From an optimization exercise on the open Yosys and OpenROAD flow, aimed at small area and a short achievable clock period; shortcuts taken in it are not production practice.
RTL that was checked went through simulation tests only; none was proved equivalent to the original.
No functional check of the RTL was part of runs 4 to 7.
No driver is modelled on the clock port, so clocking that relies on it looks cheaper here than on a real chip.
Power figures rest on the tool's default switching activity, not on a simulated workload.

==> design/flow/design.v <==
module g_inv(input a, output y);
    assign y = ~a;
endmodule
module g_nand3(input a, input b, input c, output y);
    assign y = ~(a & b & c);
endmodule
module g_nand4(input a, input b, input c, input d, output y);
    assign y = ~(a & b & c & d);
endmodule
module g_aoi22(input a1, input a2, input b1, input b2, output y);
    assign y = ~((a1 & a2) | (b1 & b2));
endmodule
module g_oai22(input a1, input a2, input b1, input b2, output y);
    assign y = ~((a1 | a2) & (b1 | b2));
endmodule
module g_nor2(input a, input b, output y);
    assign y = ~(a | b);
endmodule
module g_oa211(input a1, input a2, input b, input c, output y);
    assign y = (a1 | a2) & b & c;
endmodule
module dec_lo(input [2:0] a, output [7:0] lo_n, output [7:0] lo);
    wire [2:0] an;
    genvar k;
    generate
        for (k = 0; k < 3; k = k + 1) begin : i
            g_inv m(.a(a[k]), .y(an[k]));
        end
        for (k = 0; k < 8; k = k + 1) begin : d
            g_nand3 m(.a(k & 1 ? a[0] : an[0]), .b(k & 2 ? a[1] : an[1]),
                      .c(k & 4 ? a[2] : an[2]), .y(lo_n[k]));
            g_inv   v(.a(lo_n[k]), .y(lo[k]));
        end
    endgenerate
endmodule
module dec_hi(input [2:0] a, input enable, input read_write,
              output [7:0] hi_n, output [7:0] hw_n, output rd);
    wire wr = enable & read_write;
    assign rd = enable & ~read_write;
    wire [7:0] hi = 8'b1 << a;
    assign hi_n = ~(hi & {8{rd}});
    assign hw_n = ~(hi & {8{wr}});
endmodule
module rd_grp(input [7:0] d, input [7:0] sel, output y);
    wire [3:0] z;
    g_aoi22 o0(.a1(d[0]), .a2(sel[0]), .b1(d[1]), .b2(sel[1]), .y(z[0]));
    g_aoi22 o1(.a1(d[2]), .a2(sel[2]), .b1(d[3]), .b2(sel[3]), .y(z[1]));
    g_aoi22 o2(.a1(d[4]), .a2(sel[4]), .b1(d[5]), .b2(sel[5]), .y(z[2]));
    g_aoi22 o3(.a1(d[6]), .a2(sel[6]), .b1(d[7]), .b2(sel[7]), .y(z[3]));
    g_nand4 n(.a(z[0]), .b(z[1]), .c(z[2]), .d(z[3]), .y(y));
endmodule
module rd_col(input [7:0] g, input [7:0] sel_n, input rd, input q, output y);
    wire [3:0] z;
    wire [1:0] p;
    g_oai22 o0(.a1(g[0]), .a2(sel_n[0]), .b1(g[1]), .b2(sel_n[1]), .y(z[0]));
    g_oai22 o1(.a1(g[2]), .a2(sel_n[2]), .b1(g[3]), .b2(sel_n[3]), .y(z[1]));
    g_oai22 o2(.a1(g[4]), .a2(sel_n[4]), .b1(g[5]), .b2(sel_n[5]), .y(z[2]));
    g_oai22 o3(.a1(g[6]), .a2(sel_n[6]), .b1(g[7]), .b2(sel_n[7]), .y(z[3]));
    g_nor2 n0(.a(z[0]), .b(z[1]), .y(p[0]));
    g_nor2 n1(.a(z[2]), .b(z[3]), .y(p[1]));
    g_oa211 f(.a1(q), .a2(rd), .b(p[0]), .c(p[1]), .y(y));
endmodule
module memory_design(output reg [7:0] data_output, input [7:0] data_input, input [5:0] address, input enable, read_write, clk);
    wire [7:0] lo_n [0:3];
    wire [7:0] lo   [0:3];
    wire [7:0] hi_n, hw_n;
    wire       rd;
    dec_hi dh(.a(address[5:3]), .enable(enable), .read_write(read_write),
              .hi_n(hi_n), .hw_n(hw_n), .rd(rd));
    wire [7:0] word [0:63];
    wire [7:0] grp  [0:7];
    wire [7:0] nxt;
    genvar i, j, b;
    generate
        for (j = 0; j < 4; j = j + 1) begin : dl
            dec_lo m(.a(address[2:0]), .lo_n(lo_n[j]), .lo(lo[j]));
        end
        for (i = 0; i < 64; i = i + 1) begin : w
            reg [7:0] q;
            always @(posedge clk)
                if (~(hw_n[i/8] | lo_n[i/16][i%8]))
                    q <= data_input;
            assign word[i] = q;
        end
        for (j = 0; j < 8; j = j + 1) begin : g
            for (b = 0; b < 8; b = b + 1) begin : c
                rd_grp m(.d({word[8*j+7][b], word[8*j+6][b], word[8*j+5][b], word[8*j+4][b],
                             word[8*j+3][b], word[8*j+2][b], word[8*j+1][b], word[8*j][b]}),
                         .sel(lo[j/2]), .y(grp[j][b]));
            end
        end
        for (b = 0; b < 8; b = b + 1) begin : r
            rd_col m(.g({grp[7][b], grp[6][b], grp[5][b], grp[4][b],
                         grp[3][b], grp[2][b], grp[1][b], grp[0][b]}),
                     .sel_n(hi_n), .rd(rd), .q(data_output[b]), .y(nxt[b]));
        end
    endgenerate
    always @(posedge clk)
        data_output <= nxt;
endmodule
==> design/flow/flow/run.sh <==
#!/bin/bash
# The standard layout with two changes: the port buffers are buf_4 cells
# (not the resizer's default pick, a slow delay buffer), and before
# floorplanning, combinational cells are set back to drive 1 (downsize.tcl),
# leaving their sizing to the flow's timing repairs. Tool output: std.log.
bash standard.sh 'BUFFER_PORTS_ARGS=-buffer_cell sky130_fd_sc_hd__buf_4' \
  "PRE_FLOORPLAN_TCL=$PWD/flow/downsize.tcl" finish > std.log 2>&1
==> design/flow/flow/downsize.tcl <==
# Before floorplanning: set every combinational cell that synthesis sized up
# back to its smallest (drive 1) variant of the same footprint; the timing
# repairs later in the flow size up what the layout's timing needs.
set db [ord::get_db]
set n 0
foreach inst [[ord::get_db_block] getInsts] {
  set name [[$inst getMaster] getName]
  if {![regexp {^(sky130_fd_sc_hd__[a-z0-9]+)_([0-9]+)$} $name -> base drive]} { continue }
  if {$drive == 1} { continue }
  if {[regexp {__(df|edf|sdf|sedf|dl|conb|tap|fill|decap|buf|clkbuf|clkdly|dlygate|dlymetal)} $base]} { continue }
  set m [$db findMaster ${base}_1]
  if {$m eq "NULL" || $m eq ""} { continue }
  $inst swapMaster $m
  incr n
}
puts "downsize.tcl: set $n cells to drive 1"
==> design/flow/standard.sh <==
#!/bin/bash
# synth_recipe.tcl (not shown) runs the flow's synth.tcl, then flattens the netlist and writes it again
# the make line also repeats each setting of config.mk as NAME=value (left out here)
make -C /OpenROAD-flow-scripts/flow DESIGN_CONFIG=/design/flow/config.mk WORK_HOME=/design/flow/orfs CLKGATE_MAP_FILE= SYNTH_SCRIPT=/design/flow/synth_recipe.tcl "${@:-finish}"
==> design/flow/config.mk <==
export PLATFORM = sky130hd
export DESIGN_NAME = memory_design
export DESIGN_NICKNAME = memory_design
export VERILOG_FILES = /design/flow/design.v
export SDC_FILE = /design/flow/constraint.sdc
export NUM_CORES = 4
export LEC_CHECK = 0
export CAP_MARGIN = 20
export CORE_MARGIN = 2
export CORE_UTILIZATION = 60
export CTS_CLUSTER_DIAMETER = 100
export CTS_CLUSTER_SIZE = 30
export SETUP_SLACK_MARGIN = 1.4
export SLEW_MARGIN = 20
export SYNTH_HIERARCHICAL = 1
==> design/flow/constraint.sdc <==
create_clock -name core_clock -period 3.0 [get_ports {clk}]
set_input_delay 0.6000 -clock core_clock [delete_from_list [all_inputs] [get_ports {clk}]]
set_output_delay 0.6000 -clock core_clock [all_outputs]
set_load 0.01 [all_outputs]
==> results list, run 1 <==
* Average wire length per cell after detail routing: 28.5 um
- TritonCTS clock tree: yes
- For this design the static power due to leakage is 6.48 nW.
* Fraction of final layout cells sized beyond drive strength 1: 25.0%
- In this run the tool buffered the top-level ports with 24 buffer cells.
* Critical path fanouts, max: 8
- Most used cell, CP: sky130_fd_sc_hd__clkinvlp_4
- Dividing total power by cell area gives a power density of 561 nW/um2.
- Detailed placer's ending HPWL: 26500 um
* Clk slew on worst S/H paths: 0.12 ns
- Nets: 1171
- Latest clock arrival within the worst-skew pair: 0.56 ns
- In this run the number of cells on the critical path is 11.
* Number of antenna-violating nets in the routed design: 0
- DRC violation count after routing: 0
- IR analysis of the VDD net gives a maximum drop of 589 uV.
- Across every metal layer, demand over resource in global routing totals 27.2%.
* Worst setup path end: data_output[3]$_DFF_P_
- For the pin with the worst max-slew slack, the measured transition is 0.807 ns.
- Derived from the worst setup path, the maximum achievable clock frequency is 548 MHz.
* Worst Reg-to-Reg Cells: 5
* Worst-case clock skew: 0.0227 ns
- Arrival time of the worst setup path: 2.28 ns
- From bottom edge to top edge, the die measures 182 um.
- Final design instance area without fill: 22000 um2
- The repair_antennas step left the layout with diodes totalling 0.
* Slew headroom: 46.2%
- The kind of cell with the highest combined delay along the critical path is buffers and inverters.
* Hold Violations, Final: 0
- For this design, the sink count on the clock tree is 520.
- In this run the worst hold path is classified as reg -> reg.
- Number of max-cap violations: 0
* Critical path startpoint category: input pin
* Area of placed instances: 20000 um2
- Setup repair after global routing missed its margin: true
- Starting utilization of the core area: 60.6%
- The number of antenna violations at the first check in global routing is 0.
- Maximum number of pins on one net before global-route repair: 65
* Sum of buffers and inverters on the critical path: 5
- Number of instances in the synthesized netlist: 1068
* Row count: 65
- For this run, the number of Yosys warnings is 7.
- The final-report max-slew violation count came to 0.
- The largest single stage delay on the critical path is 0.25 ns.
- Using the TritonRoute via totals, the vias-per-cell ratio works out to 6.77.
- The run finished with no timing, DRC or antenna violations.
- Via count of the first global-routing pass: 10100
- Startpoint of the lowest-slack register-to-register path: w[54].q[5]$_DFFE_PN_
* FF-to-FF End: data_output[5]$_DFF_P_
- After the first detailed-routing iteration, the DRC count stood at 1125.
* Synthesized netlist net count: 1085
* Worst Path Required: 3.46 ns
- Traced cell by cell, the critical path runs through buf_16 -> clkinvlp_4 -> buf_12 -> nand3_4 -> clkinvlp_4 -> buf_6 -> a22oi_2 -> nand4_1 -> o22ai_4 -> nor2_4 -> o211a_1.
* First-pass iteration count of the detailed router: 5
- Counting the buffers created by CTS gives 21.
- Reg-to-reg setup timing slack: 1.45 ns
- First-pass GRT wire length: 65900 um
* Final count of negative-setup-slack endpoints: 0
- The tree is rooted in a sky130_fd_sc_hd__clkbuf_16.
- In this run the worst setup path begins at address[0].
- Area enclosed by the die boundary: 33100 um2
* Final WL: 44800 um
- Routability congestion estimate from global placement: 0.863
- Final critical-path required period: 1.83 ns
- Core ar.: 31300 um2
* Die width: 182 um
- Among all stages on the critical path, the largest delay is contributed by sky130_fd_sc_hd__a22oi_2.
- Nature of the critical path endpoint: flop
- The total overflow left after global routing is 0.
- Part of the cycle the worst path needs: 60.8%
- The critical path in this run is classified as in -> reg.
- For this design the top-level I/O count stands at 25.
* Max H-tree Level: 1
* Post-route setup TNS: 0 ns
* Bufs on Longest Clock Path: 3
* Routed via count: 10600
-- through the flow --
step	worst slack, ns	std cells	util (%)	power, mW	hold WS (ns)
floorplan	1.25	1068	-	8.49	0.519
global placement	0.182	1499	64.0	8.83	0.489
detailed placement	0.162	1499	64.0	8.84	0.485
CTS	1.22	1568	69.3	12.3	0.505
global route	1.14	1570	70.2	12.6	0.516
finish	1.17	1570	70.2	12.3	0.513
-- power breakdown --
group | internal, mW | total, mW | switching, mW
clock | 1.36 | 3.47 | 2.10
sequential | 8.03 | 8.07 | 0.0402
combinational | 0.273 | 0.795 | 0.522
-- routing by layer --
metal | vias to the layer above | global-route usage (%) | share of wire, %
met1 | 5476 | 43.2 | 44
met2 | 448 | 40.5 | 46
met3 | 48 | 4.45 | 7.8
li1 | 4651 | - | -
met4 | 0 | 5.89 | 2.1
met5 | - | 0 | 0
-- sequential cells by signal, indices dropped and copies added (netlist names) --
name / flops
data_output: 8
w.q: 512
-- layout by cell type (no fill, tap or decap), types with 5 or more instances in the layout --
cell / instances
sky130_fd_sc_hd__nand3_2: 13
sky130_fd_sc_hd__buf_4: 43
sky130_fd_sc_hd__buf_6: 15
sky130_fd_sc_hd__edfxtp_1: 512
sky130_fd_sc_hd__clkinvlp_4: 15
sky130_fd_sc_hd__a22oi_2: 48
sky130_fd_sc_hd__buf_16: 5
sky130_fd_sc_hd__inv_1: 10
sky130_fd_sc_hd__o22ai_2: 11
sky130_fd_sc_hd__inv_4: 12
sky130_fd_sc_hd__inv_2: 6
sky130_fd_sc_hd__buf_12: 5
sky130_fd_sc_hd__o22ai_1: 16
sky130_fd_sc_hd__nor2_1: 14
sky130_fd_sc_hd__dfxtp_2: 6
sky130_fd_sc_hd__clkbuf_1: 15
sky130_fd_sc_hd__nand2_1: 10
sky130_fd_sc_hd__o211a_1: 8
sky130_fd_sc_hd__clkbuf_16: 21
sky130_fd_sc_hd__nand3_4: 10
sky130_fd_sc_hd__nor2_2: 7
sky130_fd_sc_hd__nand4_1: 64
sky130_fd_sc_hd__o22ai_4: 5
sky130_fd_sc_hd__nand3_1: 13
sky130_fd_sc_hd__nor2_4: 60
sky130_fd_sc_hd__a22oi_1: 208
-- how the worst min path moves through the flow --
stage	from	endpoint	slack (ns)	cells past startpoint
2_1_floorplan	data_output[0]$_DFF_P_	data_output[0]$_DFF_P_	0.52	1
3_3_place_gp	data_output[2]$_DFF_P_	data_output[2]$_DFF_P_	0.49	1
3_5_place_dp	data_output[2]$_DFF_P_	data_output[2]$_DFF_P_	0.49	1
4_1_cts	data_output[2]$_DFF_P_	data_output[2]$_DFF_P_	0.51	1
5_1_grt	data_output[2]$_DFF_P_	data_output[2]$_DFF_P_	0.52	1
6_report	data_output[2]$_DFF_P_	data_output[2]$_DFF_P_	0.51	1
-- final cells by class --
class | instances | area (um2)
sequential | 520 | 15500
clock buffer | 36 | 582
timing repair buffer | 71 | 827
fill | 2026 | 9340
clock inverter | 1 | 20.0
multi-input combinational | 496 | 4240
inverter | 44 | 256
tap | 402 | 503
-- repair_timing --
action,4_1_cts,5_1_grt
hold buffers,0,0
endpoints found under the setup margin,186,128
buffers inserted,27,2
gates resized for setup,147,55
pin swaps,28,32
cloned,5,0
==> run 2, diff against run 1 <==
--- a/design/flow/config.mk
+++ b/design/flow/config.mk
@@ -10,6 +10,6 @@
 export CORE_UTILIZATION = 60
 export CTS_CLUSTER_DIAMETER = 100
 export CTS_CLUSTER_SIZE = 30
-export SETUP_SLACK_MARGIN = 1.4
+export SETUP_SLACK_MARGIN = 1.6
 export SLEW_MARGIN = 20
 export SYNTH_HIERARCHICAL = 1
==> run 2 against run 1 <==
  * Power about the same
  * First-iteration DRC count decreased by 1.6%
  * Critical path type unchanged
  * Combinational power up 9.1%
  * Hold slack got worse by 0.016 ns
  * Highest routed layer unchanged
  * Sequential power is essentially flat
  * Fmax is 1.2% higher
  * Non-clock buffer count grew 26
  * Die area is the same
  * Critical endpoint is now data_output[1]$_DFF_P_
  * Via count up 0.61%
==> results list, run 2 <==
- The flow ran to the end and the layout has no timing, DRC or antenna violations.
- The core utilization of the finished layout is 72.1% (+1.9 points).
* Number of instances in the synthesized netlist: 1068 (unchanged)
- GRT Overall Usage: 27.9% (+0.70 points)
- The final-report max-slew violation count was 0 (unchanged).
- Final count of negative-setup-slack endpoints: 0 (unchanged)
* Routed via count: 10700 (+0.61%)
- The count of inserted antenna diode cells was 0 (unchanged).
* Die width: 182 um (unchanged)
- CTS Hold Bufs: 0 (unchanged)
- Die outline height: 182 um (unchanged)
- Synthesized netlist net count: 1085 (unchanged)
* PortBufs: 24 (unchanged)
- STA classifies the critical path startpoint as an input pin.
* Latest clock arrival within the worst-skew pair: 0.56 ns (about the same)
- The tightest slew margin relative to the limit came to 44.6% (-1.6 points).
* Crit path largest cell delay: 0.31 ns (+0.06 ns)
- Reg-to-reg setup timing slack: 1.48 ns (+0.03 ns)
- Highest Clock Rate: 555 MHz (+1.2%)
* Post-route setup TNS: 0 ns (unchanged)
- Startpoint of the most critical setup path: address[0]
* Multi-input combinational cell area: 4460 um2 (+5.3%)
* Via count of the first global-routing pass: 10300 (+2.2%)
- The part of the cycle the worst path needs is 60.1% (-0.73 points).
- The number of failing hold endpoints at the final stage was 0 (unchanged).
- Max H-tree Level: 1 (unchanged)
- The total number of cells along the worst setup path was 11 (unchanged).
- The tree is rooted in a sky130_fd_sc_hd__clkbuf_16.
* Register containing the most flip-flops in the final layout: w.q
- Setup repair after global routing could not meet its margin everywhere.
* Final critical-path required period: 1.80 ns (-0.0218 ns)
- In the final layout, the registers with the most flip-flops are w.q: 512 flops, data_output: 8 flops.
- First-pass GRT wire length: 67300 um (+2.1%)
* Sum of buffers and inverters on the critical path: 5 (unchanged)
* Starting utilization of the core area: 60.6% (unchanged)
- Sink Count: 520 (unchanged)
- The most critical setup path has its endpoint at data_output[1]$_DFF_P_.
* Total congestion overflow: 0 (unchanged)
- The number of maximum-capacitance violations was 0 (unchanged).
* Nature of the critical path endpoint: flop
- The fill cell instance count of the final layout came to 1923 (-5.1%).
- The core region area is 31300 um2 (unchanged).
- The DRC violations left is 0 (unchanged).
* Path category of the worst min-delay check: reg -> reg
- Area enclosed by the die boundary: 33100 um2 (unchanged)
- The worst endpoint required time is 3.47 ns (about the same).
- Minimum setup slack in the final design: 1.20 ns (+0.0218 ns)
* Clk slew on worst S/H paths: 0.11 ns (about the same)
- DR vias/cell: 6.71 (-0.78%)
- Final WL: 46100 um (+2.9%)
- The total power per unit cell area is 546 nW/um2 (-2.7%).
* Leakage component of the power: 6.71 nW (+3.6%)
- The worst-case clock buffer depth was 3 (unchanged).
* Area of placed instances: 20300 um2 (+1.2%)
- The number of DRC markers in iteration 0 came to 1107 (-1.6%).
- The kind of cell with the highest combined delay along the critical path is compound AO/OA/AOI/OAI gates.
* Average wire length per cell after detail routing: 28.9 um (+1.5%)
- The area of all sequential standard cells was 15600 um2 (about the same).
- Maximum number of pins on one net before global-route repair: 65 (unchanged)
- Fraction of final layout cells sized beyond drive strength 1: 29.7% (+4.7 points)
- The number of flip-flops under the largest register name came to 512 (unchanged).
- Row count: 65 (unchanged)
- TritonCTS built the clock tree.
- Cell-by-cell trace of the critical path: buf_16 -> clkinvlp_4 -> buf_6 -> nand3_4 -> inv_4 -> buf_6 -> a22oi_2 -> nand4_1 -> o22ai_4 -> nor2_4 -> o211a_1
- The number of iterations in the first detailed-routing pass is 5 (unchanged).
* Commonest non-fill, non-tap cell in the layout: sky130_fd_sc_hd__edfxtp_1
* Number of antenna violations at the first check in global routing: 0 (unchanged)
* Number of antenna-violating nets in the routed design: 0 (unchanged)
- Routability congestion estimate from global placement: 0.844 (-2.2%)
- The worst-case reg-to-reg path depth was 5 (unchanged).
- The number of nets in the finished design is 1198 (+2.3%).
- On the critical path, the stage with the largest delay is an instance of sky130_fd_sc_hd__o22ai_4.
* Transition time at the pin with the least slew margin: 0.831 ns (+0.0244 ns)
* Detailed placer's ending HPWL: 26500 um (about the same)
- Kind of critical path: in -> reg
- Worst setup slack before clock tree synthesis: 0.0281 ns (-0.134 ns)
- # IOs: 25 (unchanged)
- The largest fanout of any net on the critical path was 8 (unchanged).
- Arrival time of the worst setup path: 2.27 ns (about the same)
- Top library cells by usage in the layout, fill and taps aside: 512 x sky130_fd_sc_hd__edfxtp_1, 206 x sky130_fd_sc_hd__a22oi_1, 68 x sky130_fd_sc_hd__nor2_4
- In this run the critical register-to-register path is captured at data_output[6]$_DFF_P_.
- Inserted Clock Buffers: 21 (unchanged)
* Startpoint of the lowest-slack register-to-register path: w[34].q[6]$_DFFE_PN_
- Counting stages on the worst path, the most repeated cell is sky130_fd_sc_hd__buf_6.
- Worst-case clock skew: 0.0207 ns (-0.00198 ns)
- The count of synthesis-stage warnings from yosys was 7 (unchanged).
- The area of all placed cells without fillers came to 22600 um2 (+2.8%).
- The highest ir drop seen on vdd was 508 uV (-14%).
run 2: cell type report:
type	count	area share, %
clock buffers	29	2.46
clock inverters	3	0.144
inverters	44	1.46
multi-input cells	496	19.8
flip-flops and latches	520	68.9
well taps	402	2.23
repair buffers	97	5.04
repair inverters	1	0.0388
run 2: power breakdown:
part	switching [mW]	internal [mW]	leakage [nW]
clock network	2.07	1.33	0.280
registers	0.0378	8.03	4.67
logic	0.563	0.304	1.76
total	2.67	9.67	6.71
run 2: worst min path at each step:
stage | start | to | slack, ns | cells after the start
floorplan | data_output[0]$_DFF_P_ | data_output[0]$_DFF_P_ | 0.52 | 1
global placement | data_output[0]$_DFF_P_ | data_output[0]$_DFF_P_ | 0.47 | 1
detailed placement | data_output[0]$_DFF_P_ | data_output[0]$_DFF_P_ | 0.48 | 1
CTS | data_output[0]$_DFF_P_ | data_output[0]$_DFF_P_ | 0.50 | 1
global route | data_output[0]$_DFF_P_ | data_output[0]$_DFF_P_ | 0.53 | 1
finish | data_output[0]$_DFF_P_ | data_output[0]$_DFF_P_ | 0.50 | 1
run 2: per-layer routing:
layer | vias to the layer above | GRT usage, % | wire (um)
met2 | 424 | 43.0 | 21900
li1 | 4709 | - | -
met1 | 5515 | 43.5 | 20100
met3 | 40 | 3.69 | 3300
met5 | - | 0 | 0
met4 | 0 | 6.28 | 745
run 2: stage by stage:
stage	power [mW]	cells	hold WS [ns]
after detailed placement	8.88	1494	0.476
after global placement	8.86	1494	0.475
after global routing	12.6	1592	0.525
final	12.3	1592	0.496
after floorplan	8.52	1068	0.519
after CTS	12.3	1567	0.498
run 2: timing repair:
action,CTS,global route
cloned,3,1
pin swaps,38,47
setup buffers,38,24
gates resized for setup,154,67
setup endpoints to repair,231,249
run 2: worst reg2reg max path, stage by stage (launching register included):
cell,delay [ns]
sky130_fd_sc_hd__edfxtp_1,0.38
sky130_fd_sc_hd__a22oi_1,0.25
sky130_fd_sc_hd__nand4_1,0.27
sky130_fd_sc_hd__o22ai_4,0.33
sky130_fd_sc_hd__nor2_4,0.10
sky130_fd_sc_hd__o211a_1,0.11
==> run 3, diff against run 2 <==
==> design/flow/flow/run.sh (replaced) <==
#!/bin/bash
# The standard layout with these changes:
# - the port buffers are buf_4 cells, not the resizer's default pick (a slow
#   delay buffer);
# - before floorplanning, combinational cells are set back to drive 1
#   (downsize.tcl), leaving their sizing to the flow's timing repairs;
# - the steps that size or insert cells don't use delay or low-power cells
#   (dontuse.tcl).
# Tool output goes to std.log.
F=$PWD/flow
bash standard.sh 'BUFFER_PORTS_ARGS=-buffer_cell sky130_fd_sc_hd__buf_4' \
  "PRE_FLOORPLAN_TCL=$F/pre_floorplan.tcl" \
  "PRE_GLOBAL_PLACE_TCL=$F/dontuse.tcl" \
  "PRE_RESIZE_TCL=$F/dontuse.tcl" \
  "PRE_DETAIL_PLACE_TCL=$F/dontuse.tcl" \
  "PRE_CTS_TCL=$F/dontuse.tcl" \
  "PRE_GLOBAL_ROUTE_TCL=$F/dontuse.tcl" \
  "PRE_REPAIR_TIMING_POST_PLACE_TCL=$F/dontuse.tcl" \
  finish > std.log 2>&1
==> design/flow/flow/dontuse.tcl (new file) <==
# Keep the timing repairs from picking slow delay and low-power cells for
# logic and port buffers.
set_dont_use {sky130_fd_sc_hd__clkinvlp_* sky130_fd_sc_hd__clkdlybuf4s* sky130_fd_sc_hd__dlygate* sky130_fd_sc_hd__dlymetal*}
==> design/flow/flow/pre_floorplan.tcl (new file) <==
source [file join [file dirname [info script]] dontuse.tcl]
source [file join [file dirname [info script]] downsize.tcl]
--- a/design/flow/config.mk
+++ b/design/flow/config.mk
@@ -10,6 +10,6 @@
 export CORE_UTILIZATION = 60
 export CTS_CLUSTER_DIAMETER = 100
 export CTS_CLUSTER_SIZE = 30
-export SETUP_SLACK_MARGIN = 1.6
+export SETUP_SLACK_MARGIN = 1.4
 export SLEW_MARGIN = 20
 export SYNTH_HIERARCHICAL = 1
==> run 3 against run 2 <==
  * Still clean
  * Flip-flop and latch count unchanged
  * Cell count down 1.5%
  * Setup slack better by 0.12 ns
  * Sequential power about the same
==> results list, run 3 <==
- Maximum number of pins on one net before global-route repair: 65 (unchanged)
* Slowest stage cell on the critical path: sky130_fd_sc_hd__dfxtp_4
- The part of the cycle the worst path needs came to 56.1% (-4.0 points).
* Pint: 9.64 mW (-0.27%)
- The worst setup path is captured at an output pin.
- The number of standard cells in the final layout excluding fillers came to 1568 (-1.5%).
- The number of I/O pins came to 25 (unchanged).
- The worst clock skew was 0.0235 ns (+0.00284 ns).
- The synthesized instance count was 1068 (unchanged).
- By startpoint and endpoint, the worst setup path is classified as reg -> out.
* Final count of negative-setup-slack endpoints: 0 (unchanged)
- Startpoint of the most critical setup path: data_output[7]$_DFF_P_
* Via count of the first global-routing pass: 10200 (-1.3%)
* Slew headroom: 44.0% (-0.54 points)
* Run status: no timing/DRC/antenna violations
- In the final layout, the registers with the most flip-flops are w.q: 512 flops, data_output: 8 flops.
- Setup repair after global routing missed its margin: true
- Number of max-cap violations: 0 (unchanged)
* Detailed placer's ending HPWL: 26800 um (+1.0%)
- The highest ir drop seen on vdd is 523 uV (+3.0%).
- Synthesized netlist net count: 1085 (unchanged)
- Number of placed instances with taps included: 1508 (+0.94%)
* Top library cells by usage in the layout, fill and taps aside: 512 x sky130_fd_sc_hd__edfxtp_1, 209 x sky130_fd_sc_hd__a22oi_1, 64 x sky130_fd_sc_hd__nand4_1
- The wire length of the first global-routing pass was 66000 um (-1.9%).
- Sink Count: 520 (unchanged)
- The largest fanout of any net on the critical path is 2 (-6).
- The total power per unit cell area is 564 nW/um2 (+3.2%).
- In this run the critical register-to-register path is launched from w[54].q[7]$_DFFE_PN_.
- The die boundary width was 182 um (unchanged).
- Sw Pwr: 2.66 mW (-0.19%)
* Core ar.: 31300 um2 (unchanged)
- Arrival time of the worst setup path: 1.08 ns (-1.19 ns)
- Latest clock arrival within the worst-skew pair: 0.56 ns (about the same)
- The aggregate global-route resource usage came to 27.1% (-0.84 points).
- First-pass iteration count of the detailed router: 6 (+1)
- The final routed wirelength across all metal layers is 44800 um (-2.8%).
- Switching part of the total: 21.6% (about the same)
* Routability congestion estimate from global placement: 0.858 (+1.7%)
- The share of final-layout standard cells stronger than drive strength 1 came to 24.6% (-5.0 points).
- The final critical-path setup slack is 1.32 ns (+0.119 ns).
* Die outline height: 182 um (unchanged)
* Crit path largest cell delay: 0.41 ns (+0.10 ns)
- Depth of the critical timing path with buffers and inverters included: 1 (-10)
* FF-to-FF End: data_output[7]$_DFF_P_
* Combinational share of power: 6.3% (-0.7 points)
- The leakage dissipation came to 6.43 nW (-4.2%).
- The pre-CTS worst setup slack is 0.187 ns (+0.159 ns).
- Number of antenna-violating nets in the routed design: 0 (unchanged)
- Number of flip-flops in the largest register: 512 (unchanged)
* Nets: 1169 (-2.4%)
- The number of failing hold endpoints at the final stage is 0 (unchanged).
- Worst Reg-to-Reg Cells: 5 (unchanged)
- Area enclosed by the die boundary: 33100 um2 (unchanged)
- Transition time at the pin with the least slew margin: 0.839 ns (+0.00804 ns)
- Sum of buffers and inverters on the critical path: 1 (-4)
* DR vias/cell: 6.76 (+0.71%)
- The wire length per cell was 28.6 um (-1.3%).
- Number of antenna violations at the first check in global routing: 0 (unchanged)
- Clk slew on worst S/H paths: 0.11 ns (about the same)
- The final-report max-slew violation count came to 0 (unchanged).
- The DRC violations left was 0 (unchanged).
* TritonCTS clock tree: yes
* Critical path startpoint category: flop
- Drt first-iter violations: 1192 (+7.7%)
* Post-route setup TNS: 0 ns (unchanged)
* Final critical-path required period: 1.68 ns (-0.119 ns)
- Worst Path Required: 2.40 ns (-1.07 ns)
* Commonest non-fill, non-tap cell in the layout: sky130_fd_sc_hd__edfxtp_1
- Synth warnings: 7 (unchanged)
- The hold buffer count at CTS is 0 (unchanged).
- The maximum clock frequency is 594 MHz (+7.1%).
- Part of the power in the clock network: 28.0% (+0.4 points)
- Diode count: 0 (unchanged)
- The worst-case register-to-register setup slack came to 1.54 ns (+0.06 ns).
- The sequential cell fraction of total power came to 65.6% (+0.2 points).
* Inserted Clock Buffers: 21 (unchanged)
- Path category of the worst min-delay check: reg -> reg
- The starting utilization of the core area came to 60.6% (unchanged).
* Worst setup path end: data_output[7]
- Cell-by-cell trace of the critical path: buf_6
- Routed via count: 10600 (-0.80%)
* Row count: 65 (unchanged)
* Top cell family by delay on the critical path: flip-flops
- Register containing the most flip-flops in the final layout: w.q
- The quantity of I/O buffers inserted on ports is 24 (unchanged).
* Total congestion overflow: 0 (unchanged)
==> run 3: cell count changes in the layout (fill, tap and decap cells not counted), sizes merged <==
cell / before / now
buf: 94 / 56
clkbuf: 29 / 43
inv: 37 / 49
clkinvlp: 10 / 0
bufbuf: 3 / 2
clkinv: 1 / 0
==> run 3: stage by stage <==
step	hold WS, ns	util (%)	power, mW	area (um2)
2_1_floorplan	0.519	-	8.49	19300
3_5_place_dp	0.521	64.0	8.85	20000
6_report	0.523	69.7	12.3	21800
3_3_place_gp	0.521	64.0	8.84	20000
4_1_cts	0.525	68.2	12.3	21400
5_1_grt	0.531	69.7	12.6	21800
==> run 3: cell type report <==
| type | count | area [um2] |
|---|---|---|
| repair buffers | 65 | 547 |
| repair inverters | 4 | 17.5 |
| well taps | 402 | 503 |
| flip-flops and latches | 520 | 15600 |
| inverters | 44 | 295 |
| multi-input cells | 496 | 4300 |
| clock inverters | 1 | 20.0 |
| fillers | 2045 | 9490 |
| clock buffers | 36 | 582 |
==> run 3: repair_timing <==
action,CTS,global route
setup endpoints to repair,245,164
endpoints found under the hold margin,0,0
cloned,5,2
setup buffers,6,10
pin swaps,12,26
resized for setup,169,87
==> run 3: power groups by stage <==
stage                     combinational [mW]  sequential, mW  clock (mW)
after global routing                   0.830            8.08        3.73
after detailed placement               0.624            8.23           0
final                                  0.780            8.08        3.45
after CTS                              0.725            8.08        3.50
after floorplan                        0.281            8.21           0
after global placement                 0.614            8.23           0
==> run 3: worst min path at each step <==
| stage | start | slack [ns] | depth (start not counted) | endpoint |
|---|---|---|---|---|
| 3_5_place_dp | data_output[2]$_DFF_P_ | 0.52 | 1 | data_output[2]$_DFF_P_ |
| 2_1_floorplan | data_output[0]$_DFF_P_ | 0.52 | 1 | data_output[0]$_DFF_P_ |
| 6_report | data_output[2]$_DFF_P_ | 0.52 | 1 | data_output[2]$_DFF_P_ |
| 3_3_place_gp | data_output[2]$_DFF_P_ | 0.52 | 1 | data_output[2]$_DFF_P_ |
| 5_1_grt | data_output[2]$_DFF_P_ | 0.53 | 1 | data_output[2]$_DFF_P_ |
| 4_1_cts | data_output[2]$_DFF_P_ | 0.53 | 1 | data_output[2]$_DFF_P_ |
==> run 3: layer usage <==
layer	wire, um	GRT usage [%]
met4	784	4.62
met2	20800	41.3
met3	3170	3.71
met5	0	0
met1	20000	43.1
==> run 4, diff against run 3 <==
--- a/design/flow/design.v
+++ b/design/flow/design.v
@@ -49,7 +49,7 @@
     g_aoi22 o3(.a1(d[6]), .a2(sel[6]), .b1(d[7]), .b2(sel[7]), .y(z[3]));
     g_nand4 n(.a(z[0]), .b(z[1]), .c(z[2]), .d(z[3]), .y(y));
 endmodule
-module rd_col(input [7:0] g, input [7:0] sel_n, input rd, input q, output y);
+module rd_col(input [7:0] g, input [7:0] sel_n, input rd, input q, output y, output yf);
     wire [3:0] z;
     wire [1:0] p;
     g_oai22 o0(.a1(g[0]), .a2(sel_n[0]), .b1(g[1]), .b2(sel_n[1]), .y(z[0]));
@@ -59,6 +59,7 @@
     g_nor2 n0(.a(z[0]), .b(z[1]), .y(p[0]));
     g_nor2 n1(.a(z[2]), .b(z[3]), .y(p[1]));
     g_oa211 f(.a1(q), .a2(rd), .b(p[0]), .c(p[1]), .y(y));
+    g_oa211 h(.a1(q), .a2(rd), .b(p[0]), .c(p[1]), .y(yf));
 endmodule
 module memory_design(output reg [7:0] data_output, input [7:0] data_input, input [5:0] address, input enable, read_write, clk);
     wire [7:0] lo_n [0:3];
@@ -69,7 +70,8 @@
               .hi_n(hi_n), .hw_n(hw_n), .rd(rd));
     wire [7:0] word [0:63];
     wire [7:0] grp  [0:7];
-    wire [7:0] nxt;
+    wire [7:0] nxt, nxt_fb;
+    reg  [7:0] fb;       
     genvar i, j, b;
     generate
         for (j = 0; j < 4; j = j + 1) begin : dl
@@ -92,9 +94,11 @@
         for (b = 0; b < 8; b = b + 1) begin : r
             rd_col m(.g({grp[7][b], grp[6][b], grp[5][b], grp[4][b],
                          grp[3][b], grp[2][b], grp[1][b], grp[0][b]}),
-                     .sel_n(hi_n), .rd(rd), .q(data_output[b]), .y(nxt[b]));
+                     .sel_n(hi_n), .rd(rd), .q(fb[b]), .y(nxt[b]), .yf(nxt_fb[b]));
         end
     endgenerate
-    always @(posedge clk)
+    always @(posedge clk) begin
         data_output <= nxt;
+        fb          <= nxt_fb;
+    end
 endmodule
--- a/design/flow/config.mk
+++ b/design/flow/config.mk
@@ -7,9 +7,9 @@
 export LEC_CHECK = 0
 export CAP_MARGIN = 20
 export CORE_MARGIN = 2
-export CORE_UTILIZATION = 60
+export CORE_UTILIZATION = 70
 export CTS_CLUSTER_DIAMETER = 100
 export CTS_CLUSTER_SIZE = 30
-export SETUP_SLACK_MARGIN = 1.4
+export SETUP_SLACK_MARGIN = 1.5
 export SLEW_MARGIN = 20
 export SYNTH_HIERARCHICAL = 1
==> run 4 against run 3 <==
  * Sequential power is 2% higher
  * Critical endpoint is now fb[2]$_DFF_P_
  * Utilization is 15 points higher
  * Final area is 4.7% higher
  * Highest routed layer unchanged
  * Largest power group unchanged
  * Non-clock buffer count is 22 higher
  * Clock skew is 0.0038 ns lower
==> results list, run 4 <==
- Run status: no timing/DRC/antenna violations
- The pre-CTS worst setup slack came to 0.392 ns (+0.205 ns).
- In this run the worst setup path terminates at fb[2]$_DFF_P_.
- The tightest min-delay check is of the reg -> reg type.
* Largest registers in the final layout: w.q: 512 flops, data_output: 8 flops, fb: 8 flops
- Fraction of final layout cells sized beyond drive strength 1: 32.4% (+7.8 points)
* Number of placed instances with taps included: 1456 (-3.4%)
- Minimum setup slack in the final design: 1.30 ns (-0.0191 ns)
- The total power per unit cell area was 547 nW/um2 (-2.9%).
* Core ar.: 27000 um2 (-14%)
- Number of instances in the synthesized netlist: 1084 (+1.5%)
* Transition time at the pin with the least slew margin: 0.826 ns (-0.0133 ns)
* Starting utilization of the core area: 71.3% (+11 points)
- Number of antenna-violating nets in the routed design: 0 (unchanged)
* Switching part of the total: 21.6% (-0.040 points)
* Worst Path Required: 3.45 ns (+1.05 ns)
* PortBufs: 24 (unchanged)
- The later-pin clock latency in the skew report was 0.55 ns (about the same).
- Worst Reg-to-Reg Cells: 5 (unchanged)
- GRT Overall Usage: 31.0% (+3.9 points)
* Inserted Clock Buffers: 21 (unchanged)
- The share of power burned in the clock network was 27.2% (-0.8 points).
- The highest ir drop seen on vdd is 626 uV (+20%).
- Worst Min Path Start: fb[3]$_DFF_P_
* DRC violation count after routing: 0 (unchanged)
* Top library cells by usage in the layout, fill and taps aside: 512 x sky130_fd_sc_hd__edfxtp_1, 146 x sky130_fd_sc_hd__a22oi_1, 110 x sky130_fd_sc_hd__a22oi_2
- Detailed placer's ending HPWL: 26600 um (-0.67%)
* Sw Pwr: 2.70 mW (+1.5%)
* Via count of the first global-routing pass: 10500 (+3.4%)
- The clock slew seen by the registers of the worst setup and hold paths came to 0.11 ns (about the same).
- The final-report max-slew violation count came to 0 (unchanged).
- In this run the critical register-to-register path is captured at data_output[1]$_DFF_P_.
- The part of the cycle the worst path needs is 56.8% (+0.64 points).
- The number of DRC markers in iteration 0 was 1437 (+21%).
* Nature of the critical path endpoint: flop
- CTS Hold Bufs: 0 (unchanged)
- Synthesized netlist net count: 1101 (+1.5%)
- The number of I/O pins came to 25 (unchanged).
* Leakage component of the power: 6.69 nW (+4.1%)
* Startpoint of the most critical setup path: address[0]
- The number of maximum-capacitance violations is 0 (unchanged).
* Kind of critical path: in -> reg
- Arrival time of the worst setup path: 2.15 ns (+1.07 ns)
* Diode count: 0 (unchanged)
* Final WL: 44600 um (-0.43%)
* Routed via count: 11100 (+4.6%)
- Maximum number of pins on one net before global-route repair: 65 (unchanged)
- Pint: 9.81 mW (+1.8%)
- The library cell used most frequently in the layout, excluding fill and tap cells, is sky130_fd_sc_hd__edfxtp_1.
* Highest Clock Rate: 587 MHz (-1.1%)
- Average wire length per cell after detail routing: 28.9 um (+1.3%)
- The overall die area was 28800 um2 (-13%).
- The number of flip-flops under the largest register name was 512 (unchanged).
- Final count of negative-setup-slack endpoints: 0 (unchanged)
- Filler Cells Inserted: 1198 (-41%)
- Sink Count: 528 (+1.5%)
* DR vias/cell: 7.20 (+6.5%)
- Hold Slack: 0.500 ns (-0.0229 ns)
- The number of antenna violations at the first check in global routing was 0 (unchanged).
* Critical path fanouts, max: 8 (+6)
- Routability congestion estimate from global placement: 0.822 (-4.2%)
* Post-route setup TNS: 0 ns (unchanged)
* Worst-case clock skew: 0.0197 ns (-0.00383 ns)
* Sequential Power Share: 65.6% (about the same)
* Setup repair after global routing missed its margin: true
- Hold Violations, Final: 0 (unchanged)
- The register with the most flip-flops in the final layout is w.q.
- The worst register-to-register path begins at w[22].q[1]$_DFFE_PN_.
- The worst setup path is launched from an input pin.
* First-pass GRT wire length: 65600 um (-0.59%)
- The worst-case register-to-register setup slack is 1.52 ns (-0.02 ns).
- Slew headroom: 44.9% (+0.89 points)
- Post-route non-filler standard cell count: 1541 (-1.7%)
* Final critical-path required period: 1.70 ns (+0.0191 ns)
- The die boundary width came to 170 um (-6.7%).
- TritonCTS clock tree: yes
- Synth warnings: 7 (unchanged)
* Combinational share of power: 7.2% (+0.9 points)
- Total congestion overflow: 0 (unchanged)
* Die outline height: 170 um (-6.7%)
- Nets: 1204 (+3.0%)
- First-pass iteration count of the detailed router: 8 (+2)
- Row count: 60 (-7.7%)
[run 4: worst min path at each step]
stage,to,slack [ns],cells past startpoint
2_1_floorplan,data_output[0]$_DFF_P_,0.45,1
3_3_place_gp,fb[5]$_DFF_P_,0.46,1
3_5_place_dp,data_output[6]$_DFF_P_,0.47,1
4_1_cts,fb[5]$_DFF_P_,0.50,1
5_1_grt,data_output[2]$_DFF_P_,0.52,1
6_report,fb[3]$_DFF_P_,0.50,1
[run 4: metrics by stage]
| step | area [um2] | utilization [%] | total power [mW] |
|---|---|---|---|
| 2_1_floorplan | 20600 | - | 8.74 |
| 3_3_place_gp | 21200 | 78.8 | 9.10 |
| 3_5_place_dp | 21200 | 78.8 | 9.12 |
| 4_1_cts | 22500 | 83.6 | 12.5 |
| 5_1_grt | 22900 | 84.8 | 12.8 |
| 6_report | 22900 | 84.8 | 12.5 |
[run 4: layout make-up]
class / instances / area [um2] / share of cell area [%]
clock buffer: 35 / 578 / 2.53
clock inverter: 1 / 16.3 / 0.0712
inverter: 44 / 425 / 1.86
multi-input combinational: 504 / 4970 / 21.7
sequential: 528 / 15700 / 68.7
tap: 341 / 427 / 1.87
timing repair buffer: 87 / 719 / 3.15
timing repair inverter: 1 / 8.76 / 0.0383
[run 4: critical path, cell delays in order]
cell	delay [ns]
sky130_fd_sc_hd__buf_16	0.13
sky130_fd_sc_hd__buf_12	0.15
sky130_fd_sc_hd__buf_6	0.12
sky130_fd_sc_hd__nand3_4	0.17
sky130_fd_sc_hd__inv_6	0.08
sky130_fd_sc_hd__buf_1	0.12
sky130_fd_sc_hd__a22oi_1	0.21
sky130_fd_sc_hd__nand4_1	0.17
sky130_fd_sc_hd__o22ai_2	0.17
sky130_fd_sc_hd__nor2_2	0.09
sky130_fd_sc_hd__o211a_1	0.12
[run 4: power groups by stage]
stage / Combinational, mW / Sequential (mW) / Clock [mW]
global placement: 0.743 / 8.36 / 0
finish: 0.898 / 8.21 / 3.41
CTS: 0.853 / 8.20 / 3.41
global route: 0.943 / 8.21 / 3.62
floorplan: 0.390 / 8.35 / 0
detailed placement: 0.763 / 8.36 / 0
[run 4: metal layers]
| metal | wire, um | part of all wire (%) | GRT usage, % |
|---|---|---|---|
| met3 | 4410 | 9.9 | 3.87 |
| met4 | 810 | 1.8 | 5.57 |
| met2 | 21700 | 49 | 49.6 |
| met1 | 17600 | 40 | 48.0 |
| met5 | 0 | 0 | 0 |
[run 4: what timing repair did]
action                                  in CTS  in global routing
pin swaps                                   59                 19
buffers inserted                            32                 16
gates cloned                                 1                  0
endpoints found under the setup margin     472                321
resized for setup                          133                 47
==> run 5, diff against run 4 <==
--- a/design/flow/config.mk
+++ b/design/flow/config.mk
@@ -7,7 +7,7 @@
 export LEC_CHECK = 0
 export CAP_MARGIN = 20
 export CORE_MARGIN = 2
-export CORE_UTILIZATION = 70
+export CORE_UTILIZATION = 60
 export CTS_CLUSTER_DIAMETER = 100
 export CTS_CLUSTER_SIZE = 30
 export SETUP_SLACK_MARGIN = 1.5
==> run 5 against run 4 <==
  * Still clean on timing, DRC and antenna
  * Non-clock buffer count grew 51
  * Power is 0.94% higher
  * Sequential share of layout area decreased by 1.7 points
  * Via count is 0.52% higher
  * Routed wire length up 6.2%
  * Register-to-register slack about the same
  * Clock skew is essentially flat
  * Synthesized cell count did not move
  * Clock-buffer cell count is 1 higher
  * Utilization is 11 points lower
  * Cell count is 7.5% higher
  * Combinational power grew 7.6%
==> results list, run 5 <==
- Die outline height: 183 um (+7.8%)
- The number of I/O pins was 25 (unchanged).
* First-pass GRT wire length: 69400 um (+5.8%)
- Reg-to-reg setup timing slack: 1.51 ns (about the same)
- Worst-case clock skew: 0.0200 ns (+0.000322 ns)
* Pwr dens: 539 nW/um2 (-1.6%)
- Worst setup path end: data_output[3]
- PortBufs: 24 (unchanged)
* Nets: 1256 (+4.3%)
- The number of rows in the core area is 65 (+8.3%).
- Commonest non-fill, non-tap cell in the layout: sky130_fd_sc_hd__edfxtp_1
* Worst Reg-to-Reg Cells: 5 (unchanged)
* Highest Clock Rate: 606 MHz (+3.2%)
* Diode count: 0 (unchanged)
- Final critical-path required period: 1.65 ns (-0.0528 ns)
- The critical path in this run is classified as reg -> out.
* Routed via count: 11200 (+0.52%)
- The area of all sequential standard cells was 15700 um2 (unchanged).
* Number of slew-limit violations in the final report: 0 (unchanged)
- The count of synthesis-stage warnings from yosys is 7 (unchanged).
- Register containing the most flip-flops in the final layout: w.q
- The number of nets still failing antenna checks after routing is 0 (unchanged).
- Top cell family by delay on the critical path: flip-flops
- Final count of negative-setup-slack endpoints: 0 (unchanged)
- GRT Overall Usage: 28.6% (-2.4 points)
- Tracing the worst setup path back leads to its startpoint at data_output[3]$_DFF_P_.
* Starting utilization of the core area: 60.9% (-10 points)
- The run finished with no timing, DRC or antenna violations.
- Startpoint of the lowest-slack register-to-register path: w[50].q[3]$_DFFE_PN_
- Top library cells by usage in the layout, fill and taps aside: 512 x sky130_fd_sc_hd__edfxtp_1, 130 x sky130_fd_sc_hd__a22oi_2, 126 x sky130_fd_sc_hd__a22oi_1
- Combinational share of power: 7.7% (+0.5 points)
- The number of nets produced by synthesis is 1101 (unchanged).
* Pint: 9.86 mW (+0.52%)
- Hold Violations, Final: 0 (unchanged)
- The number of buffers added by the clock tree synthesis step was 21 (unchanged).
- Sw Pwr: 2.77 mW (+2.5%)
* Number of antenna violations at the first check in global routing: 0 (unchanged)
* Slowest stage cell on the critical path: sky130_fd_sc_hd__dfxtp_4
- The worst register-to-register path ends at data_output[3]$_DFF_P_.
- The share of power burned in the clock network came to 27.4% (+0.2 points).
- The area of all placed cells without fillers was 23400 um2 (+2.6%).
- Number of max-cap violations: 0 (unchanged)
- Number of flip-flops in the largest register: 512 (unchanged)
- Detailed placer's ending HPWL: 28200 um (+5.9%)
* Clk slew on worst S/H paths: 0.11 ns (about the same)
- The sum of negative setup slack is 0 ns (unchanged).
* Multi-input combinational cell area: 5050 um2 (+1.6%)
- The largest registers in the layout are w.q: 512 flops, data_output: 8 flops, fb: 8 flops.
- The die boundary width came to 183 um (+7.8%).
* Sequential Power Share: 64.9% (-0.7 points)
- DRC violation count after routing: 0 (unchanged)
* Crit path largest cell delay: 0.38 ns (+0.17 ns)
* Leakage component of the power: 6.89 nW (+2.9%)
* Total congestion overflow: 0 (unchanged)
* Nature of the critical path endpoint: output pin
* Sink Count: 528 (unchanged)
- The worst endpoint required time came to 2.40 ns (-1.05 ns).
- The number of DRC markers in iteration 0 is 1230 (-14%).
- Fraction of final layout cells sized beyond drive strength 1: 34.4% (+2.0 points)
* Cell-by-cell trace of the critical path: buf_6
- The final routed wirelength across all metal layers came to 47400 um (+6.2%).
- Number of instances in the synthesized netlist: 1084 (unchanged)
* Filler Cells Inserted: 1902 (+59%)
- TritonCTS built the clock tree.
- The net switching share of the total power is 21.9% (+0.33 points).
* Depth of the critical timing path with buffers and inverters included: 1 (-10)
- Part of the cycle the worst path needs: 55.0% (-1.8 points)
- Area enclosed by the die boundary: 33500 um2 (+16%)
- The tightest hold margin was 0.494 ns (-0.00559 ns).
- Average wire length per cell after detail routing: 28.6 um (-1.1%)
- Routability congestion estimate from global placement: 0.812 (-1.2%)
* Transition time at the pin with the least slew margin: 0.837 ns (+0.0108 ns)
- The later-pin clock latency in the skew report was 0.57 ns (+0.02 ns).
* First-pass iteration count of the detailed router: 5 (-3)
- The worst setup path is launched from a flop.
* Sum of buffers and inverters on the critical path: 1 (-4)
- The tightest slew margin relative to the limit is 44.2% (-0.72 points).
- Path category of the worst min-delay check: reg -> reg
* Final standard cell utilization of the core: 74.3% (-11 points)
* DR vias/cell: 6.73 (-6.5%)
- The number of global-route vias before repair came to 10700 (+2.0%).
- Setup repair after global routing missed its margin: true
* Arrival time of the worst setup path: 1.05 ns (-1.10 ns)
- CTS Hold Bufs: 0 (unchanged)
- Maximum number of pins on one net before global-route repair: 65 (unchanged)
- The cell area after placement is 21300 um2 (+0.25%).
- Core ar.: 31600 um2 (+17%)
- Critical path fanouts, max: 1 (-7)
* Post-route total power: 12.6 mW (+0.94%)
- Max rail drop VDD: 577 uV (-7.9%)
run 5: power by group through the flow:
stage | logic (mW) | registers [mW] | clock network (mW)
after detailed placement | 0.779 | 8.36 | 0
after global routing | 1.02 | 8.21 | 3.73
final | 0.966 | 8.20 | 3.46
after CTS | 0.922 | 8.20 | 3.51
after global placement | 0.761 | 8.36 | 0
after floorplan | 0.390 | 8.35 | 0
run 5: how the worst min path moves through the flow:
stage	to	slack [ns]	from	cells past startpoint
detailed placement	data_output[3]$_DFF_P_	0.46	fb[3]$_DFF_P_	1
floorplan	data_output[0]$_DFF_P_	0.45	fb[0]$_DFF_P_	1
finish	fb[6]$_DFF_P_	0.49	fb[6]$_DFF_P_	1
CTS	fb[6]$_DFF_P_	0.50	fb[6]$_DFF_P_	1
global route	fb[2]$_DFF_P_	0.51	fb[2]$_DFF_P_	1
global placement	fb[3]$_DFF_P_	0.46	fb[3]$_DFF_P_	1
run 5: area by class of cell:
type	instances	area share [%]
multi-input cells	504	21.5
well taps	402	2.15
repair buffers	138	4.67
repair inverters	2	0.0534
clock buffers	36	2.48
inverters	44	2.00
flip-flops and latches	528	67.0
clock inverters	2	0.107
run 5: per-layer routing:
metal	share of wire, %	GRT usage (%)
met1	43	43.8
met4	1.7	5.82
met2	48	45.0
met5	0	0
met3	7.5	3.91
run 5: what timing repair did:
action,CTS,global route
setup buffers,63,34
gates cloned,6,0
gates resized for setup,175,66
pin swaps,75,53
setup endpoints to repair,264,92
run 5: worst register-to-register path, stage by stage, from the launching register on:
cell,delay [ns]
sky130_fd_sc_hd__edfxtp_1,0.41
sky130_fd_sc_hd__a22oi_2,0.24
sky130_fd_sc_hd__nand4_1,0.19
sky130_fd_sc_hd__o22ai_2,0.32
sky130_fd_sc_hd__nor2_2,0.11
sky130_fd_sc_hd__o211a_1,0.13
run 5: through the flow:
| step | setup WS (ns) | cells |
|---|---|---|
| finish | 1.35 | 1656 |
| global route | 1.32 | 1656 |
| CTS | 1.33 | 1622 |
| detailed placement | 0.187 | 1515 |
| global placement | 0.252 | 1515 |
| floorplan | 1.41 | 1084 |
==> run 6, diff against run 5 <==
--- a/design/flow/design.v
+++ b/design/flow/design.v
@@ -12,6 +12,9 @@
 endmodule
 module g_oai22(input a1, input a2, input b1, input b2, output y);
     assign y = ~((a1 | a2) & (b1 | b2));
+endmodule
+module g_and2(input a, input b, output y);
+    assign y = a & b;
 endmodule
 module g_nor2(input a, input b, output y);
     assign y = ~(a | b);
@@ -35,11 +38,23 @@
 endmodule
 module dec_hi(input [2:0] a, input enable, input read_write,
               output [7:0] hi_n, output [7:0] hw_n, output rd);
-    wire wr = enable & read_write;
-    assign rd = enable & ~read_write;
-    wire [7:0] hi = 8'b1 << a;
-    assign hi_n = ~(hi & {8{rd}});
-    assign hw_n = ~(hi & {8{wr}});
+    wire [2:0] an;
+    wire       en_n, wr;
+    g_inv  ie(.a(enable), .y(en_n));
+    g_nor2 r(.a(en_n), .b(read_write), .y(rd));
+    g_and2 w(.a(enable), .b(read_write), .y(wr));
+    genvar k;
+    generate
+        for (k = 0; k < 3; k = k + 1) begin : i
+            g_inv m(.a(a[k]), .y(an[k]));
+        end
+        for (k = 0; k < 8; k = k + 1) begin : d
+            g_nand4 h(.a(rd), .b(k & 1 ? a[0] : an[0]), .c(k & 2 ? a[1] : an[1]),
+                      .d(k & 4 ? a[2] : an[2]), .y(hi_n[k]));
+            g_nand4 v(.a(wr), .b(k & 1 ? a[0] : an[0]), .c(k & 2 ? a[1] : an[1]),
+                      .d(k & 4 ? a[2] : an[2]), .y(hw_n[k]));
+        end
+    endgenerate
 endmodule
 module rd_grp(input [7:0] d, input [7:0] sel, output y);
     wire [3:0] z;
--- a/design/flow/config.mk
+++ b/design/flow/config.mk
@@ -10,6 +10,6 @@
 export CORE_UTILIZATION = 60
 export CTS_CLUSTER_DIAMETER = 100
 export CTS_CLUSTER_SIZE = 30
-export SETUP_SLACK_MARGIN = 1.5
+export SETUP_SLACK_MARGIN = 1.4
 export SLEW_MARGIN = 20
 export SYNTH_HIERARCHICAL = 1
==> run 6 against run 5 <==
  * Final area decreased by 2.2%
  * Power decreased by 1.1%
  * First-iteration DRC count decreased by 1.6%
  * Synthesized cell count decreased by 0.18%
  * Cell count about the same
  * Routed wire length increased by 0.20%
  * Still clean on timing, DRC and antenna
  * Combinational power decreased by 6.5%
==> results list, run 6 <==
- Run status: no timing/DRC/antenna violations
- Clk slew on worst S/H paths: 0.11 ns (about the same)
- Setup repair after global routing missed its margin: true
* Core ar.: 31600 um2 (unchanged)
- The tightest slew margin relative to the limit is 47.3% (+3.1 points).
- Number of flip-flops in the largest register: 512 (unchanged)
* Diode count: 0 (unchanged)
* Starting utilization of the core area: 60.9% (about the same)
* Top library cells by usage in the layout, fill and taps aside: 512 x sky130_fd_sc_hd__edfxtp_1, 168 x sky130_fd_sc_hd__a22oi_1, 88 x sky130_fd_sc_hd__a22oi_2
- Crit path largest cell delay: 0.47 ns (+0.09 ns)
- The highest ir drop seen on vdd is 604 uV (+4.7%).
* Synthesized netlist net count: 1099 (-0.18%)
- TritonCTS built the clock tree.
* Largest registers in the final layout: w.q: 512 flops, data_output: 8 flops, fb: 8 flops
* Cell-by-cell trace of the critical path: buf_4 -> and2_2 -> nand4_1 -> buf_1 -> nor2_2
- Detailed placer's ending HPWL: 27500 um (-2.3%)
* Maximum number of pins on one net before global-route repair: 65 (unchanged)
- The total number of clock tree sinks is 528 (unchanged).
* PortBufs: 24 (unchanged)
- Worst-case clock skew: 0.0188 ns (-0.00127 ns)
- Post-route setup TNS: 0 ns (unchanged)
- DR vias/cell: 6.79 (+0.84%)
- Number of slew-limit violations in the final report: 0 (unchanged)
- The leakage dissipation was 6.85 nW (-0.50%).
- The global placer's final weighted congestion is 0.836 (+2.9%).
* Average wire length per cell after detail routing: 28.7 um (+0.14%)
- Hold Violations, Final: 0 (unchanged)
- Routed via count: 11300 (+0.91%)
- Die width: 183 um (about the same)
- The total power per unit cell area came to 545 nW/um2 (+1.1%).
* Highest Clock Rate: 588 MHz (-2.9%)
* Path category of the worst min-delay check: in -> reg
* Die outline height: 183 um (about the same)
- Slowest stage cell on the critical path: sky130_fd_sc_hd__nor2_2
- Total congestion overflow: 0 (unchanged)
* Nets: 1266 (+0.80%)
* GRT Overall Usage: 27.2% (-1.4 points)
* Fraction of final layout cells sized beyond drive strength 1: 31.6% (-2.8 points)
* Inserted Clock Buffers: 21 (unchanged)
* Nature of the critical path endpoint: flop
- The number of I/O pins came to 25 (unchanged).
* Final standard cell utilization of the core: 72.6% (-1.7 points)
* Synth warnings: 7 (unchanged)
- Transition time at the pin with the least slew margin: 0.791 ns (-0.0462 ns)
* Number of max-cap violations: 0 (unchanged)
* First-pass GRT wire length: 66900 um (-3.6%)
- The hold buffer count at CTS came to 0 (unchanged).
- The final period demand of the worst path was 1.70 ns (+0.0489 ns).
- Number of cells on the worst hold path: 3 (+2)
- Arrival time of the worst setup path: 1.91 ns (+0.86 ns)
- First-pass iteration count of the detailed router: 6 (+1)
- Number of instances in the synthesized netlist: 1082 (-0.18%)
- The number of antenna violations at the first check in global routing is 0 (unchanged).
- The number of rows in the core area is 65 (unchanged).
- Final design instance area without fill: 22900 um2 (-2.2%)
- Final count of negative-setup-slack endpoints: 0 (unchanged)
* Drt first-iter violations: 1210 (-1.6%)
* Worst Reg-to-Reg Cells: 5 (unchanged)
- Commonest non-fill, non-tap cell in the layout: sky130_fd_sc_hd__edfxtp_1
- The worst endpoint required time was 3.21 ns (+0.81 ns).
* DRC violation count after routing: 0 (unchanged)
- The number of nets still failing antenna checks after routing is 0 (unchanged).
- The final routed wirelength across all metal layers was 47500 um (+0.20%).
- Area of placed instances: 20200 um2 (-5.0%)
- The number of global-route vias before repair came to 10300 (-4.1%).
* Latest clock arrival within the worst-skew pair: 0.56 ns (about the same)
- The register with the most flip-flops in the final layout is w.q.
- Critical path fanouts, max: 8 (+7)
- Area enclosed by the die boundary: 33500 um2 (about the same)
- STA classifies the critical path startpoint as an input pin.
- The critical path in this run is classified as in -> reg.
- Part of the cycle the worst path needs: 56.7% (+1.6 points)
## run 6: stage by stage
step                hold WS, ns  power (mW)  instances  setup slack, ns
floorplan                 0.455        8.65       1082             1.26
global placement          0.461        9.01       1524            0.317
detailed placement        0.469        9.02       1524            0.273
CTS                       0.469        12.4       1584             1.31
global route              0.481        12.8       1657             1.26
finish                    0.492        12.5       1657             1.30
## run 6: path summary, 6_finish.rpt
path / slack [ns] / to / start
setup / recovery: 1.30 / w[41].q[4]$_DFFE_PN_ / enable
setup reg to reg: 1.55 / data_output[4]$_DFF_P_ / w[20].q[4]$_DFFE_PN_
hold / removal: 0.49 / data_output[2]$_DFF_P_ / read_write
hold reg to reg: 0.50 / data_output[2]$_DFF_P_ / fb[2]$_DFF_P_
## run 6: cell type report
| cell class | count | area, um2 |
|---|---|---|
| clock buffer | 28 | 552 |
| clock inverter | 1 | 16.3 |
| fill | 1944 | 8640 |
| inverter | 48 | 390 |
| multi-input combinational | 498 | 4610 |
| sequential | 528 | 15700 |
| tap | 402 | 503 |
| timing repair buffer | 148 | 1110 |
| timing repair inverter | 4 | 22.5 |
## run 6: critical path, delay by kind of cell
kind | cells | cell delay [ns]
simple gates | 3 | 0.83
buf+inv | 2 | 0.47
## run 6: power breakdown
part	switching [mW]	internal (mW)	total (mW)
Clock	2.06	1.32	3.37
Sequential	0.0524	8.16	8.21
Combinational	0.590	0.313	0.903
Total	2.70	9.79	12.5
## run 6: what timing repair did
item | in CTS | in global routing
pin swaps | 26 | 50
gates cloned | 2 | 5
setup endpoints to repair | 384 | 161
gates resized for setup | 209 | 157
setup buffers | 29 | 68
## run 6: routing by layer
metal / track usage [%] / share of wire [%] / vias up
met2: 43.5 / 49 / 469
met5: 0 / 0 / -
met4: 5.15 / 1.7 / 0
li1: - / - / 4904
met3: 3.49 / 7.4 / 57
met1: 41.2 / 42 / 5823
==> run 7, diff against run 6 <==
--- a/design/flow/design.v
+++ b/design/flow/design.v
@@ -64,7 +64,7 @@
     g_aoi22 o3(.a1(d[6]), .a2(sel[6]), .b1(d[7]), .b2(sel[7]), .y(z[3]));
     g_nand4 n(.a(z[0]), .b(z[1]), .c(z[2]), .d(z[3]), .y(y));
 endmodule
-module rd_col(input [7:0] g, input [7:0] sel_n, input rd, input q, output y, output yf);
+module rd_col(input [7:0] g, input [7:0] sel_n, input rd, input q, output y);
     wire [3:0] z;
     wire [1:0] p;
     g_oai22 o0(.a1(g[0]), .a2(sel_n[0]), .b1(g[1]), .b2(sel_n[1]), .y(z[0]));
@@ -74,7 +74,6 @@
     g_nor2 n0(.a(z[0]), .b(z[1]), .y(p[0]));
     g_nor2 n1(.a(z[2]), .b(z[3]), .y(p[1]));
     g_oa211 f(.a1(q), .a2(rd), .b(p[0]), .c(p[1]), .y(y));
-    g_oa211 h(.a1(q), .a2(rd), .b(p[0]), .c(p[1]), .y(yf));
 endmodule
 module memory_design(output reg [7:0] data_output, input [7:0] data_input, input [5:0] address, input enable, read_write, clk);
     wire [7:0] lo_n [0:3];
@@ -85,8 +84,7 @@
               .hi_n(hi_n), .hw_n(hw_n), .rd(rd));
     wire [7:0] word [0:63];
     wire [7:0] grp  [0:7];
-    wire [7:0] nxt, nxt_fb;
-    reg  [7:0] fb;       
+    wire [7:0] nxt;
     genvar i, j, b;
     generate
         for (j = 0; j < 4; j = j + 1) begin : dl
@@ -109,11 +107,9 @@
         for (b = 0; b < 8; b = b + 1) begin : r
             rd_col m(.g({grp[7][b], grp[6][b], grp[5][b], grp[4][b],
                          grp[3][b], grp[2][b], grp[1][b], grp[0][b]}),
-                     .sel_n(hi_n), .rd(rd), .q(fb[b]), .y(nxt[b]), .yf(nxt_fb[b]));
+                     .sel_n(hi_n), .rd(rd), .q(data_output[b]), .y(nxt[b]));
         end
     endgenerate
-    always @(posedge clk) begin
+    always @(posedge clk)
         data_output <= nxt;
-        fb          <= nxt_fb;
-    end
 endmodule
==> run 7 against run 6 <==
  * Synthesized cell count is 1.5% lower
  * Cell count is 3.7% lower
  * Sequential power is 2% lower
  * Setup slack better by 0.043 ns
  * Clock power is 1% higher
==> results list, run 7 <==
* Run status: no timing/DRC/antenna violations
* Total congestion overflow: 0 (unchanged)
- The transition time of the tightest slew-check pin is 0.802 ns (+0.0110 ns).
- The number of nets in the finished design was 1200 (-5.2%).
* Slowest stage cell on the critical path: sky130_fd_sc_hd__dfxtp_4
- The setup violation total in the final timing report is 0 (unchanged).
- The die boundary width was 182 um (-0.61%).
* Highest Clock Rate: 603 MHz (+2.6%)
- Area enclosed by the die boundary: 33100 um2 (-1.2%)
* Setup repair after global routing missed its margin: true
- The synthesized instance count came to 1066 (-1.5%).
* Core ar.: 31300 um2 (-0.77%)
- Nature of the critical path endpoint: output pin
* Sum of buffers and inverters on the critical path: 1 (-1)
* CTS Hold Bufs: 0 (unchanged)
- Number of flip-flops in the largest register: 512 (unchanged)
- The quantity of I/O buffers inserted on ports is 24 (unchanged).
- DR vias/cell: 6.63 (-2.4%)
* Slew headroom: 46.6% (-0.74 points)
- Pint: 9.63 mW (-1.6%)
- The pin count of the biggest net entering global routing was 65 (unchanged).
* Sw Pwr: 2.65 mW (-1.7%)
* Number of max-cap violations: 0 (unchanged)
* Crit path largest cell delay: 0.38 ns (-0.09 ns)
- First-pass iteration count of the detailed router: 5 (-1)
- Clk slew on worst S/H paths: 0.12 ns (about the same)
- Grouping stages by cell kind, the critical path spends the most delay in flip-flops.
* Leakage component of the power: 6.41 nW (-6.4%)
- The sum of negative setup slack came to 0 ns (unchanged).
- Worst Path Required: 2.40 ns (-0.81 ns)
- Critical path startpoint category: flop
- The share of power burned in the clock network is 27.8% (+0.8 points).
- The worst hold path belongs to the class reg -> reg.
- The final period demand of the worst path came to 1.66 ns (-0.0425 ns).
* GRT Overall Usage: 26.8% (-0.36 points)
- Top library cells by usage in the layout, fill and taps aside: 512 x sky130_fd_sc_hd__edfxtp_1, 201 x sky130_fd_sc_hd__a22oi_1, 80 x sky130_fd_sc_hd__nand4_1
* Cell-by-cell trace of the critical path: buf_6
- Worst-case clock skew: 0.0218 ns (+0.00306 ns)
* Die outline height: 182 um (-0.61%)
* Max rail drop VDD: 473 uV (-22%)
- Row count: 65 (unchanged)
- Routability congestion estimate from global placement: 0.826 (-1.2%)
- Average wire length per cell after detail routing: 27.6 um (-3.6%)
- Diode count: 0 (unchanged)
* Routed via count: 10600 (-6.0%)
- The cell area after placement came to 20300 um2 (+0.59%).
* First-pass GRT wire length: 65600 um (-1.9%)
- The DRC violations left came to 0 (unchanged).
- The number of nets produced by synthesis was 1083 (-1.5%).
* Fraction of final layout cells sized beyond drive strength 1: 25.9% (-5.7 points)
- Drt first-iter violations: 1082 (-11%)
- Sink Count: 520 (-1.5%)
- Number of antenna violations at the first check in global routing: 1 (+1)
* Arrival time of the worst setup path: 1.06 ns (-0.85 ns)
* TritonCTS clock tree: yes
* Starting utilization of the core area: 60.6% (-0.29 points)
- Largest registers in the final layout: w.q: 512 flops, data_output: 8 flops
- The register with the most flip-flops in the final layout is w.q.
- Latest clock arrival within the worst-skew pair: 0.55 ns (about the same)
- The count of synthesis-stage warnings from yosys was 7 (unchanged).
- The final routed wirelength across all metal layers is 44100 um (-7.1%).
- The final-report max-slew violation count is 0 (unchanged).
- Via count of the first global-routing pass: 10200 (-0.98%)
- The number of nets still failing antenna checks after routing came to 0 (unchanged).
- The largest fanout of any net on the critical path came to 2 (-6).
- Switching part of the total: 21.6% (-0.027 points)
* Part of the cycle the worst path needs: 55.2% (-1.4 points)
- The number of failing hold endpoints at the final stage was 0 (unchanged).
- The number of buffers added by the clock tree synthesis step came to 21 (unchanged).
- The proportion of power drawn by combinational gates came to 6.6% (-0.6 points).
* Final design instance area without fill: 22000 um2 (-4.0%)
- The number of I/O pins is 25 (unchanged).
- Leaving out fill and tap cells, the most frequent cell in the layout is sky130_fd_sc_hd__edfxtp_1.
- Sequential Power Share: 65.7% (about the same)
* Pwr dens: 558 nW/um2 (+2.5%)
- Detailed placer's ending HPWL: 27000 um (-2.2%)
* Kind of critical path: reg -> out
==> run 7: layout make-up <==
type	count	area [um2]
flip-flops and latches	520	15600
clock buffers	33	571
clock inverters	1	20.0
inverters	48	315
repair inverters	1	6.26
multi-input cells	490	4380
repair buffers	101	657
well taps	402	503
fillers	1983	9300
==> run 7: per-stage QoR <==
stage / setup slack, ns / power, mW / utilization [%] / std cells / hold slack [ns]
finish: 1.34 / 12.3 / 70.3 / 1596 / 0.501
global route: 1.31 / 12.6 / 70.3 / 1596 / 0.524
CTS: 1.29 / 12.2 / 68.5 / 1558 / 0.490
detailed placement: 0.303 / 8.90 / 65.0 / 1497 / 0.472
global placement: 0.337 / 8.89 / 65.0 / 1497 / 0.464
floorplan: 1.36 / 8.53 / - / 1066 / 0.519
==> run 7: layer usage <==
layer | global-route usage [%] | vias to the layer above | routed length, um | part of all wire [%]
met3 | 4.45 | 46 | 3110 | 7.1
met2 | 41.8 | 345 | 20800 | 47
met4 | 4.87 | 2 | 673 | 1.5
li1 | - | 4730 | - | -
met5 | 0 | - | 9 | 0.020
met1 | 41.2 | 5456 | 19500 | 44
==> run 7: final timing paths <==
kind,startpoint,end,slack [ns],depth (start not counted)
min reg2reg,data_output[1]$_DFF_P_,data_output[1]$_DFF_P_,0.50,1
min,data_output[1]$_DFF_P_,data_output[1]$_DFF_P_,0.50,1
max reg2reg,w[2].q[4]$_DFFE_PN_,data_output[4]$_DFF_P_,1.55,5
max,data_output[2]$_DFF_P_,data_output[2],1.34,1
==> run 7: timing repair <==
item                       in CTS  in global routing
setup buffers                  27                 37
gates resized for setup        97                 75
pin swaps                      22                 29
setup endpoints to repair     224                 96
gates cloned                    0                  1
==> run 7: power by group through the flow <==
stage               registers, mW  logic (mW)  clock network [mW]
floorplan                    8.21       0.317                   0
global placement             8.22       0.677                   0
detailed placement           8.22       0.687                   0
CTS                          8.06       0.749                3.44
global route                 8.07       0.859                3.68
finish                       8.06       0.805                3.41
